This is an optimization exercise on Yosys and OpenROAD, whose aim is small area and a short achievable clock period, not a production implementation.
At most, simulation tests tie the RTL to the original design; equivalence was not proved.
Power is estimated from default activity; no workload was simulated.

==> inputs of trial 40 <==
// SAD_cal
module SAD_cal(rstn,clk,din,refi,cal_en,sad,sad_val);
input rstn;
input clk;
input [1023:0] din;
input [1023:0] refi;
input cal_en;
output [15:0] sad;
output sad_val;
wire [7:0] e0;
wire C_0, Cb_0, G10_0, G20_0, G32_0, G40_0, G54_0, G60_0, G76_0, P32_0, P54_0, P76_0, g5p_0, g6p_0, nG10_0, nG30_0, nG50_0, nG64_0, nG74_0, nP64_0, nP74_0, ng0_0, ng1_0, ng2_0, ng3_0, ng4_0, ng5_0, ng6_0, ng7_0, p5_0, p6_0, t1_0, t2_0, t3_0, t4_0, t5_0, t6_0, t7_0, x0_0, x1_0, x2_0, x3_0, x4_0, x5_0, x6_0, x7_0;
SAD_nandn u_ng0_0 (din[0], refi[0], ng0_0);
SAD_xor u_x0_0 (din[0], refi[0], x0_0);
SAD_nandn u_ng1_0 (din[1], refi[1], ng1_0);
SAD_xor u_x1_0 (din[1], refi[1], x1_0);
SAD_nandn u_ng2_0 (din[2], refi[2], ng2_0);
SAD_xor u_x2_0 (din[2], refi[2], x2_0);
SAD_nandn u_ng3_0 (din[3], refi[3], ng3_0);
SAD_xor u_x3_0 (din[3], refi[3], x3_0);
SAD_nandn u_ng4_0 (din[4], refi[4], ng4_0);
SAD_xor u_x4_0 (din[4], refi[4], x4_0);
SAD_nandn u_ng5_0 (din[5], refi[5], ng5_0);
SAD_xor u_x5_0 (din[5], refi[5], x5_0);
  ...
==> flow/config.mk <==
export PLATFORM = sky130hd
export DESIGN_NAME = SAD_cal
export DESIGN_NICKNAME = SAD_cal
export VERILOG_FILES = /design/flow/design.v
export SDC_FILE = /design/flow/constraint.sdc
export NUM_CORES = 4
export LEC_CHECK = 0
export CAP_MARGIN = 20
export CORE_AREA = 12 12 468 468
export DIE_AREA = 0 0 480 480
export PLACE_DENSITY = 0.75
export SETUP_SLACK_MARGIN = 1.0
export SLEW_MARGIN = 60
export SYNTH_HIERARCHICAL = 1
==> flow/constraint.sdc <==
create_clock -name core_clock -period 4.0 [get_ports {clk}]
set_input_delay 0.8000 -clock core_clock [delete_from_list [all_inputs] [get_ports {clk}]]
set_output_delay 0.8000 -clock core_clock [all_outputs]
set_load 0.01 [all_outputs]
standard.sh (not shown) runs the stock make flow with config.mk's settings and CLKGATE_MAP_FILE= SYNTH_SCRIPT=/design/flow/synth_recipe.tcl, a recipe that flattens the netlist after the stock synthesis.
==> flow/flow/run.sh <==
#!/bin/bash
# The standard layout (standard.sh) with three changes to how the layout is made:
#  - plain buf_1 cells as the port buffers instead of the delay cells buffer_ports picks;
#  - I/O pins allowed on every routing track of the die's edge, so the die can be smaller;
#  - the clock pin placed first (io_pre.tcl) in a stretch of edge kept free of other pins,
#    because the clock net's wider-spacing routing rule clashes with pins one track away.
set -euo pipefail
export BUFFER_PORTS_ARGS="-buffer_cell sky130_fd_sc_hd__buf_1"
export PLACE_PINS_ARGS="-min_distance 1 -min_distance_in_tracks -exclude top:225-255"
export PRE_IO_PLACEMENT_TCL="$PWD/flow/io_pre.tcl"
export ROUTING_LAYER_ADJUSTMENT=0.10
bash standard.sh > standard.log 2>&1
==> flow/flow/io_pre.tcl <==
# Clock pin in the middle of the top edge; place_pins keeps other pins out of top:225-255.
place_pin -pin_name clk -layer met2 -location {240 480} -pin_size {0.14 0.97} -force_to_die_boundary
==> build 23: changes against trial 40 <==
Settings changed: SLEW_MARGIN 60 to 20.
==> summary of the runs <==
Build 23 ran to the end with no violations. Trial 40 ran to the end with no violations. Combinational power is about the same in trial 40 and build 23. Between build 23 and trial 40, the lower first-iteration DRC count is in build 23 (gap about 4.6%, measured against trial 40). In build 23 the worst setup slack is better than in trial 40, by 0.0053 ns. In sequential share of layout area, build 23 and trial 40 hardly differ. Area after synthesis is the same in build 23 and trial 40. Power is about the same in trial 40 and build 23.
==> figures <==
quantity                                                           trial 40    build 23
Footprint of the multi-input gates                                70220 µm²   69930 µm²
Reported sequential group power                                     23.2 mW     23.3 mW
Status                                             timing/DRC/antenna clean  timing/DRC/antenna clean
Wire length of the first global-routing pass                      561800 µm   560600 µm
Number of cell instances on the worst register-to-register path           8           7
Fraction of layout cells with a size suffix above 1                  6.841%      6.380%
Area of placed instances                                         105800 µm²  105600 µm²
Proportion of cell area spent on the clock network                   3.680%      3.832%
Avg WL per Cell                                                    28.30 µm    28.18 µm
Post-route non-filler standard cell count                             14510       14520
Part of the power in the clock network                                11.1%       11.5%
Total clock network power                                           11.5 mW     11.9 mW
Combinational power share                                             66.4%       66.1%

==> v2: inputs <==
SAD_cal, a different RTL version from the one above (not shown whole).
==> flow/config.mk <==
export PLATFORM = sky130hd
export DESIGN_NAME = SAD_cal
export DESIGN_NICKNAME = SAD_cal
export VERILOG_FILES = /design/flow/design.v
export SDC_FILE = /design/flow/constraint.sdc
export NUM_CORES = 4
export LEC_CHECK = 0
export CAP_MARGIN = 20
export CORE_AREA = 12 12 468 468
export DIE_AREA = 0 0 480 480
export PLACE_DENSITY = 0.6
export SETUP_SLACK_MARGIN = 0.5
export SLEW_MARGIN = 20
export SYNTH_HIERARCHICAL = 1
==> flow/constraint.sdc <==
create_clock -name core_clock -period 4.0 [get_ports {clk}]
set_input_delay 0.8000 -clock core_clock [delete_from_list [all_inputs] [get_ports {clk}]]
set_output_delay 0.8000 -clock core_clock [all_outputs]
set_load 0.01 [all_outputs]
==> flow/flow/run.sh <==
#!/bin/bash
# The standard layout (standard.sh), with plain buf_1 cells as the port buffers
# instead of the delay cells buffer_ports picks by default, and the I/O pins
# allowed on every routing track of the die's edge so that the die can be smaller.
set -euo pipefail
export BUFFER_PORTS_ARGS="-buffer_cell sky130_fd_sc_hd__buf_1"
export PLACE_PINS_ARGS="-min_distance 1 -min_distance_in_tracks"
export ROUTING_LAYER_ADJUSTMENT=0.10
bash standard.sh > standard.log 2>&1
==> inputs of v39, as changes to v2 <==
--- a/flow/flow/run.sh
+++ b/flow/flow/run.sh
@@ -5,5 +5,4 @@
 set -euo pipefail
 export BUFFER_PORTS_ARGS="-buffer_cell sky130_fd_sc_hd__buf_1"
 export PLACE_PINS_ARGS="-min_distance 1 -min_distance_in_tracks"
-export ROUTING_LAYER_ADJUSTMENT=0.10
 bash standard.sh > standard.log 2>&1
==> flow/config.mk (replaced) <==
export PLATFORM = sky130hd
export DESIGN_NAME = SAD_cal
export DESIGN_NICKNAME = SAD_cal
export VERILOG_FILES = /design/flow/design.v
export SDC_FILE = /design/flow/constraint.sdc
export NUM_CORES = 4
export LEC_CHECK = 0
export CAP_MARGIN = 20
export CORE_AREA = 2 2 418 418
export DIE_AREA = 0 0 420 420
export PLACE_DENSITY = 0.7
export SLEW_MARGIN = 20
export SYNTH_HIERARCHICAL = 1
==> inputs of v13, as changes to v2 <==
==> flow/flow/run.sh (replaced) <==
#!/bin/bash
# The standard layout (standard.sh), with plain buf_1 cells as the port buffers
# instead of the delay cells buffer_ports picks by default.
set -euo pipefail
export BUFFER_PORTS_ARGS="-buffer_cell sky130_fd_sc_hd__buf_1"
bash standard.sh > standard.log 2>&1
--- a/flow/config.mk
+++ b/flow/config.mk
@@ -6,8 +6,8 @@
 export NUM_CORES = 4
 export LEC_CHECK = 0
 export CAP_MARGIN = 20
-export CORE_AREA = 12 12 468 468
-export DIE_AREA = 0 0 480 480
+export CORE_AREA = 2 2 718 718
+export DIE_AREA = 0 0 720 720
 export PLACE_DENSITY = 0.6
 export SETUP_SLACK_MARGIN = 0.5
 export SLEW_MARGIN = 20
==> qor summary <==
| metric | v2 | v13 | v39 |
|---|---|---|---|
| Worst-case clock buffer depth | 3 | 4 | 3 |
| Setup slack after layout | 701.9 ps | 711.8 ps | - |
| Sequential cell area in the final layout | 0.01367 sq mm | 0.01367 sq mm | - |
| Utilization of the core after routing | 0.4843 | 0.2098 | - |
| Final Hold Slack | 228.6 ps | 131.0 ps | - |
| Count of endpoints failing setup in the final report | 0 | 0 | - |
| CTS tree | built | built | - |
| Non-clk bufs | 2193 | 2282 | - |
| Number of clock buffers in the layout | 105 | 129 | - |
| Origin of the worst min-delay path | cal_en | cal_en | - |
| Largest clock skew in the final design | 34.54 ps | 95.77 ps | - |
| Post-layout instance count excluding filler cells | 14024 | 18281 | - |
| Multi-input gate area in the final layout | 0.06932 sq mm | 0.06934 sq mm | - |
| Initial standard-cell utilization of the core | 0.4093 | 0.1661 | 0.4930 |
| Average wire per standard cell | 30.70 microns | 36.59 microns | - |
| Switching Power | 47290 uW | 55090 uW | - |
| Total placed instance area | 0.09681 sq mm | 0.1025 sq mm | 0.09624 sq mm |
| Hold Path Cell Cnt | 1 | 1 | - |
| Status | timing/DRC/antenna clean | timing/DRC/antenna clean | aborted with a tool error |
| Failing step | - | - | global routing (5_1_grt) |
| Area-dominant cell class after layout | multi-input gates | multi-input gates | - |
| Routed via count divided by cell count | 5.175 | 4.070 | - |
| Post-DP HPWL | 398600 microns | 632600 microns | 354100 microns |
| Routed wire length on met3 | 40640 microns | 60550 microns | - |
| Max-capacitance violation count | 0 | 0 | - |

==> run F: inputs <==
Another version of the RTL of SAD_cal (not shown whole).
==> flow/config.mk <==
export PLATFORM = sky130hd
export DESIGN_NAME = SAD_cal
export DESIGN_NICKNAME = SAD_cal
export VERILOG_FILES = /design/flow/design.v
export SDC_FILE = /design/flow/constraint.sdc
export NUM_CORES = 4
export LEC_CHECK = 0
export CAP_MARGIN = 20
export CORE_AREA = 12 12 468 468
export DIE_AREA = 0 0 480 480
export PLACE_DENSITY = 0.6
export SETUP_SLACK_MARGIN = 1.5
export SLEW_MARGIN = 20
export SYNTH_HIERARCHICAL = 1
==> flow/constraint.sdc <==
create_clock -name core_clock -period 4.0 [get_ports {clk}]
set_input_delay 0.8000 -clock core_clock [delete_from_list [all_inputs] [get_ports {clk}]]
set_output_delay 0.8000 -clock core_clock [all_outputs]
set_load 0.01 [all_outputs]
==> flow/flow/run.sh <==
#!/bin/bash
# The standard layout (standard.sh) with three changes to how the layout is made:
#  - plain buf_1 cells as the port buffers instead of the delay cells buffer_ports picks;
#  - I/O pins allowed on every routing track of the die's edge, so the die can be smaller;
#  - the clock pin placed first (io_pre.tcl) in a stretch of edge kept free of other pins,
#    because the clock net's wider-spacing routing rule clashes with pins one track away.
set -euo pipefail
export BUFFER_PORTS_ARGS="-buffer_cell sky130_fd_sc_hd__buf_1"
export PLACE_PINS_ARGS="-min_distance 1 -min_distance_in_tracks -exclude top:225-255"
export PRE_IO_PLACEMENT_TCL="$PWD/flow/io_pre.tcl"
export ROUTING_LAYER_ADJUSTMENT=0.10
bash standard.sh > standard.log 2>&1
Scripts as last shown in full above: flow/flow/io_pre.tcl
==> run D (differences from run F) <==
Settings changed: SETUP_SLACK_MARGIN 1.5 to 1.0.
==> metrics.csv <==
metric,value,unit
fin crit period,2.99,ns
Fillers,16786,
combinational power,67.1,mW
most frequent cells in the layout,"buf_1, xnor2_1, nand2b_1, buf_4, fa_1",
Clk pwr share,0.094,
Clock-cell share,0.0237,
Slew @ Worst Pin,1.27,ns
met2 usage,0.582,
status,"complete, no violations",
M3 GR Usage,0.103,
The numbers above come from run F.

==> metrics.csv <==
metric,value,unit
status,"complete, no violations",
fin crit period,2.95,ns
Clock-cell share,0.0306,
most frequent cells in the layout,"buf_1, xnor2_1, xor2_1, fa_1, o21ai_1",
Buf/Inv on CP,1,
met2 usage,0.583,
Clk pwr share,0.103,
combinational power,58.6,mW
Fillers,19887,
The numbers above come from run D.

Function was not checked in any run of this note: the RTL went through the layout flow alone.

==> inputs of ember <==
Another version of the RTL of SAD_cal (not shown whole).
export LEC_CHECK = 0
export CAP_MARGIN = 20
export CORE_AREA = 12 12 468 468
export DIE_AREA = 0 0 480 480
export PLACE_DENSITY = 0.75
export SETUP_SLACK_MARGIN = 1.0
export SLEW_MARGIN = 20
export SYNTH_HIERARCHICAL = 1
create_clock -name core_clock -period 4.0 [get_ports {clk}]
Scripts as last shown in full above: flow/flow/run.sh, flow/flow/io_pre.tcl
==> juniper (differences from ember) <==
--- a/flow/design.v
+++ b/flow/design.v
@@ -8676,25 +8676,25 @@
 wire s3315, c3316;
 wire s3317, c3318;
 wire s3319, c3320;
 wire s3321, c3322;
 wire s3323, c3324;
-wire s3357, c3358;
-wire s3359, c3360;
-wire s3361, c3362;
-wire s3363, c3364;
+wire s3325, c3326;
+wire s3327, c3328;
+wire s3329, c3330;
+wire s3331, c3332;
+wire s3333, c3334;
+wire s3335, c3336;
+wire s3337, c3338;
+wire s3339, c3340;
 wire s3365, c3366;
 wire s3367, c3368;
 wire s3369, c3370;
 wire s3371, c3372;
 wire s3373, c3374;
 wire s3375, c3376;
 wire s3377, c3378;
-wire s3379, c3380;
-wire s3381, c3382;
-wire s3383, c3384;
-wire s3385, c3386;
 SAD_fa u_s1 (.a(e0[0]), .b(C_0), .c(x0_1), .s(s1), .co(c2));
 SAD_fa u_s3 (.a(e2[0]), .b(C_2), .c(x0_3), .s(s3), .co(c4));
 SAD_fa u_s5 (.a(e4[0]), .b(C_4), .c(x0_5), .s(s5), .co(c6));
 SAD_fa u_s7 (.a(e6[0]), .b(C_6), .c(x0_7), .s(s7), .co(c8));
 SAD_fa u_s9 (.a(e8[0]), .b(C_8), .c(x0_9), .s(s9), .co(c10));
@@ -9811,25 +9811,25 @@
 SAD_fa u_s3315 (.a(s3261), .b(c3288), .c(c3290), .s(s3315), .co(c3316));
 SAD_fa u_s3317 (.a(c3292), .b(c3294), .c(s3295), .s(s3317), .co(c3318));
 SAD_fa u_s3319 (.a(c3296), .b(c3298), .c(s3299), .s(s3319), .co(c3320));
 SAD_fa u_s3321 (.a(s3273), .b(c3300), .c(c3302), .s(s3321), .co(c3322));
 SAD_fa u_s3323 (.a(c3274), .b(s3275), .c(c3304), .s(s3323), .co(c3324));
-SAD_ha u_s3357 (.a(r3337), .b(r3338), .s(s3357), .co(c3358));
-SAD_ha u_s3359 (.a(r3341), .b(r3342), .s(s3359), .co(c3360));
-SAD_ha u_s3361 (.a(r3344), .b(r3345), .s(s3361), .co(c3362));
-SAD_ha u_s3363 (.a(r3347), .b(r3348), .s(s3363), .co(c3364));
+SAD_fa u_s3325 (.a(s3285), .b(c3310), .c(s3311), .s(s3325), .co(c3326));
+SAD_fa u_s3327 (.a(s3289), .b(c3312), .c(s3313), .s(s3327), .co(c3328));
+SAD_fa u_s3329 (.a(s3291), .b(s3293), .c(c3314), .s(s3329), .co(c3330));
+SAD_fa u_s3331 (.a(s3297), .b(c3316), .c(s3317), .s(s3331), .co(c3332));
+SAD_fa u_s3333 (.a(s3301), .b(c3318), .c(s3319), .s(s3333), .co(c3334));
+SAD_fa u_s3335 (.a(s3303), .b(c3320), .c(s3321), .s(s3335), .co(c3336));
+SAD_fa u_s3337 (.a(s3305), .b(c3322), .c(s3323), .s(s3337), .co(c3338));
+SAD_fa u_s3339 (.a(c3306), .b(s3307), .c(c3324), .s(s3339), .co(c3340));
 SAD_ha u_s3365 (.a(r3350), .b(r3351), .s(s3365), .co(c3366));
 SAD_ha u_s3367 (.a(r3353), .b(r3354), .s(s3367), .co(c3368));
-SAD_ha u_s3369 (.a(r3331), .b(r3332), .s(s3369), .co(c3370));
-SAD_fa u_s3371 (.a(r3334), .b(r3335), .c(r3336), .s(s3371), .co(c3372));
-SAD_fa u_s3373 (.a(r3339), .b(r3340), .c(s3357), .s(s3373), .co(c3374));
-SAD_fa u_s3375 (.a(r3343), .b(c3358), .c(s3359), .s(s3375), .co(c3376));
-SAD_fa u_s3377 (.a(r3346), .b(c3360), .c(s3361), .s(s3377), .co(c3378));
-SAD_fa u_s3379 (.a(r3349), .b(c3362), .c(s3363), .s(s3379), .co(c3380));
-SAD_fa u_s3381 (.a(r3352), .b(c3364), .c(s3365), .s(s3381), .co(c3382));
-SAD_fa u_s3383 (.a(r3355), .b(c3366), .c(s3367), .s(s3383), .co(c3384));
-SAD_ha u_s3385 (.a(r3356), .b(c3368), .s(s3385), .co(c3386));
+SAD_ha u_s3369 (.a(r3355), .b(r3356), .s(s3369), .co(c3370));
+SAD_ha u_s3371 (.a(r3357), .b(r3358), .s(s3371), .co(c3372));
+SAD_ha u_s3373 (.a(r3359), .b(r3360), .s(s3373), .co(c3374));
+SAD_ha u_s3375 (.a(r3361), .b(r3362), .s(s3375), .co(c3376));
+SAD_ha u_s3377 (.a(r3363), .b(r3364), .s(s3377), .co(c3378));
 reg r761;
 reg r762;
 reg r763;
 reg r764;
 reg r765;
@@ -10910,26 +10910,10 @@
 reg r3230;
 reg r3231;
 reg r3232;
 reg r3233;
 reg r3234;
-reg r3325;
-reg r3326;
-reg r3327;
-reg r3328;
-reg r3329;
-reg r3330;
-reg r3331;
-reg r3332;
-reg r3333;
-reg r3334;
-reg r3335;
-reg r3336;
-reg r3337;
-reg r3338;
-reg r3339;
-reg r3340;
 reg r3341;
 reg r3342;
 reg r3343;
 reg r3344;
 reg r3345;
@@ -10942,10 +10926,18 @@
 reg r3352;
 reg r3353;
 reg r3354;
 reg r3355;
 reg r3356;
+reg r3357;
+reg r3358;
+reg r3359;
+reg r3360;
+reg r3361;
+reg r3362;
+reg r3363;
+reg r3364;
 always @(posedge clk) begin
     r761 <= s1;
     r762 <= s3;
     r763 <= s5;
     r764 <= s7;
@@ -12027,45 +12019,37 @@
     r3230 <= c3153;
     r3231 <= c3155;
     r3232 <= s3156;
     r3233 <= c3089;
     r3234 <= c3157;
-    r3325 <= r3158;
-    r3326 <= r3159;
-    r3327 <= r3160;
-    r3328 <= s3235;
-    r3329 <= s3277;
-    r3330 <= s3309;
-    r3331 <= s3285;
-    r3332 <= c3310;
-    r3333 <= s3311;
-    r3334 <= s3289;
-    r3335 <= c3312;
-    r3336 <= s3313;
-    r3337 <= s3291;
-    r3338 <= s3293;
-    r3339 <= c3314;
-    r3340 <= s3315;
-    r3341 <= s3297;
-    r3342 <= c3316;
-    r3343 <= s3317;
-    r3344 <= s3301;
-    r3345 <= c3318;
-    r3346 <= s3319;
-    r3347 <= s3303;
-    r3348 <= c3320;
-    r3349 <= s3321;
-    r3350 <= s3305;
-    r3351 <= c3322;
-    r3352 <= s3323;
-    r3353 <= c3306;
-    r3354 <= s3307;
-    r3355 <= c3324;
-    r3356 <= c3308;
+    r3341 <= r3158;
+    r3342 <= r3159;
+    r3343 <= r3160;
+    r3344 <= s3235;
+    r3345 <= s3277;
+    r3346 <= s3309;
+    r3347 <= s3325;
+    r3348 <= c3326;
+    r3349 <= s3327;
+    r3350 <= s3315;
+    r3351 <= c3328;
+    r3352 <= s3329;
+    r3353 <= c3330;
+    r3354 <= s3331;
+    r3355 <= c3332;
+    r3356 <= s3333;
+    r3357 <= c3334;
+    r3358 <= s3335;
+    r3359 <= c3336;
+    r3360 <= s3337;
+    r3361 <= c3338;
+    r3362 <= s3339;
+    r3363 <= c3308;
+    r3364 <= c3340;
 end
-wire [15:0] opa = {1'b0, c3386, c3384, c3382, c3380, c3378, c3376, c3374, c3372, c3370, r3333, r3330, r3329, r3328, r3327, r3325};
-wire [15:0] opb = {1'b0, 1'b0, s3385, s3383, s3381, s3379, s3377, s3375, s3373, s3371, s3369, 1'b0, 1'b0, 1'b0, 1'b0, r3326};
+wire [15:0] opa = {1'b0, c3378, c3376, c3374, c3372, c3370, c3368, c3366, r3352, r3348, r3347, r3346, r3345, r3344, r3343, r3341};
+wire [15:0] opb = {1'b0, 1'b0, s3377, s3375, s3373, s3371, s3369, s3367, s3365, r3349, 1'b0, 1'b0, 1'b0, 1'b0, 1'b0, r3342};
 wire [15:0] pp = opa ^ opb;
 wire [15:0] gg = opa & opb;
 wire sg0_1 = gg[1] | pp[1] & gg[0];
 wire sg0_3 = gg[3] | pp[3] & gg[2];
 wire sp0_3 = pp[3] & pp[2];
--- a/flow/config.mk
+++ b/flow/config.mk
@@ -6,9 +6,9 @@
 export NUM_CORES = 4
 export LEC_CHECK = 0
 export CAP_MARGIN = 20
 export CORE_AREA = 12 12 468 468
 export DIE_AREA = 0 0 480 480
-export PLACE_DENSITY = 0.75
+export PLACE_DENSITY = 0.85
 export SETUP_SLACK_MARGIN = 1.0
 export SLEW_MARGIN = 20
 export SYNTH_HIERARCHICAL = 1
==> comparison <==
- Synthesized cell count is about the same in ember and juniper.
- Between juniper and ember, the lower first-iteration DRC count is in ember (gap 15%, measured against ember).
- In clock power, ember and juniper hardly differ.
- Against juniper, the routed wire length of ember is smaller by 5.3%.
- Of juniper and ember, ember has the higher non-clock buffer count (gap 4).
- In juniper the via count is higher than in ember, by 2.2%.
Only the layout flow was run in ember; the RTL was not checked for function there.

## what the ideal ports hide
No port has a modelled driver above. Below, the same layouts with a new extraction and two added sets of constraints. Step 1 (the two cells are an assumption about what drives the block):
set clk [get_ports {clk}]
set_driving_cell -lib_cell sky130_fd_sc_hd__clkbuf_16 $clk
set_driving_cell -lib_cell sky130_fd_sc_hd__buf_2 [delete_from_list [all_inputs] $clk]
Step 2 adds t to the input delays and takes it off the output delays; t is the mean of the earliest and latest rising clock arrival at the registers after step 1. Input paths then give back, and output paths get back, about the clock's delay inside the block. Three values: no drivers, after step 1, after step 2; two values: the first two.
| run | t, ns | slack for setup (ns) | worst hold slack (ns) | clock arrival spread, ns | worst slew at a driven data input, ns |
|---|---|---|---|---|---|
| trial 40 | 0.802 | 1.371 / 1.371 / 0.723 | 0.153 / 0.133 / 0.328 | 0.068 / 0.067 | 0.39 |
| build 23 | 0.802 | 1.377 / 1.377 / 0.666 | 0.176 / 0.148 / 0.328 | 0.062 / 0.061 | 0.36 |
| v2 | 0.770 | 0.702 / 0.601 / -0.169 | 0.229 / 0.178 / 0.332 | 0.042 / 0.041 | 0.50 |
| v13 | 0.956 | 0.712 / 0.514 / -0.442 | 0.131 / 0.117 / 0.326 | 0.096 / 0.096 | 0.60 |
| run F | 0.760 | 1.012 / 1.031 / 0.270 | 0.219 / 0.217 / 0.324 | 0.079 / 0.079 | 0.28 |
| run D | 0.770 | 1.049 / 1.036 / 0.266 | 0.219 / 0.195 / 0.328 | 0.032 / 0.031 | 0.36 |
| ember | 0.796 | 1.193 / 1.150 / 0.353 | 0.154 / 0.142 / 0.327 | 0.063 / 0.063 | 0.40 |
| juniper | 0.813 | 1.428 / 1.457 / 0.644 | 0.148 / 0.141 / 0.327 | 0.060 / 0.060 | 0.39 |
With both steps, setup timing fails in v2 and v13, where it was met with ideal ports. The setup slack of v13, which loses most, moves by -0.198 ns with the drivers and by -1.154 ns with both steps.
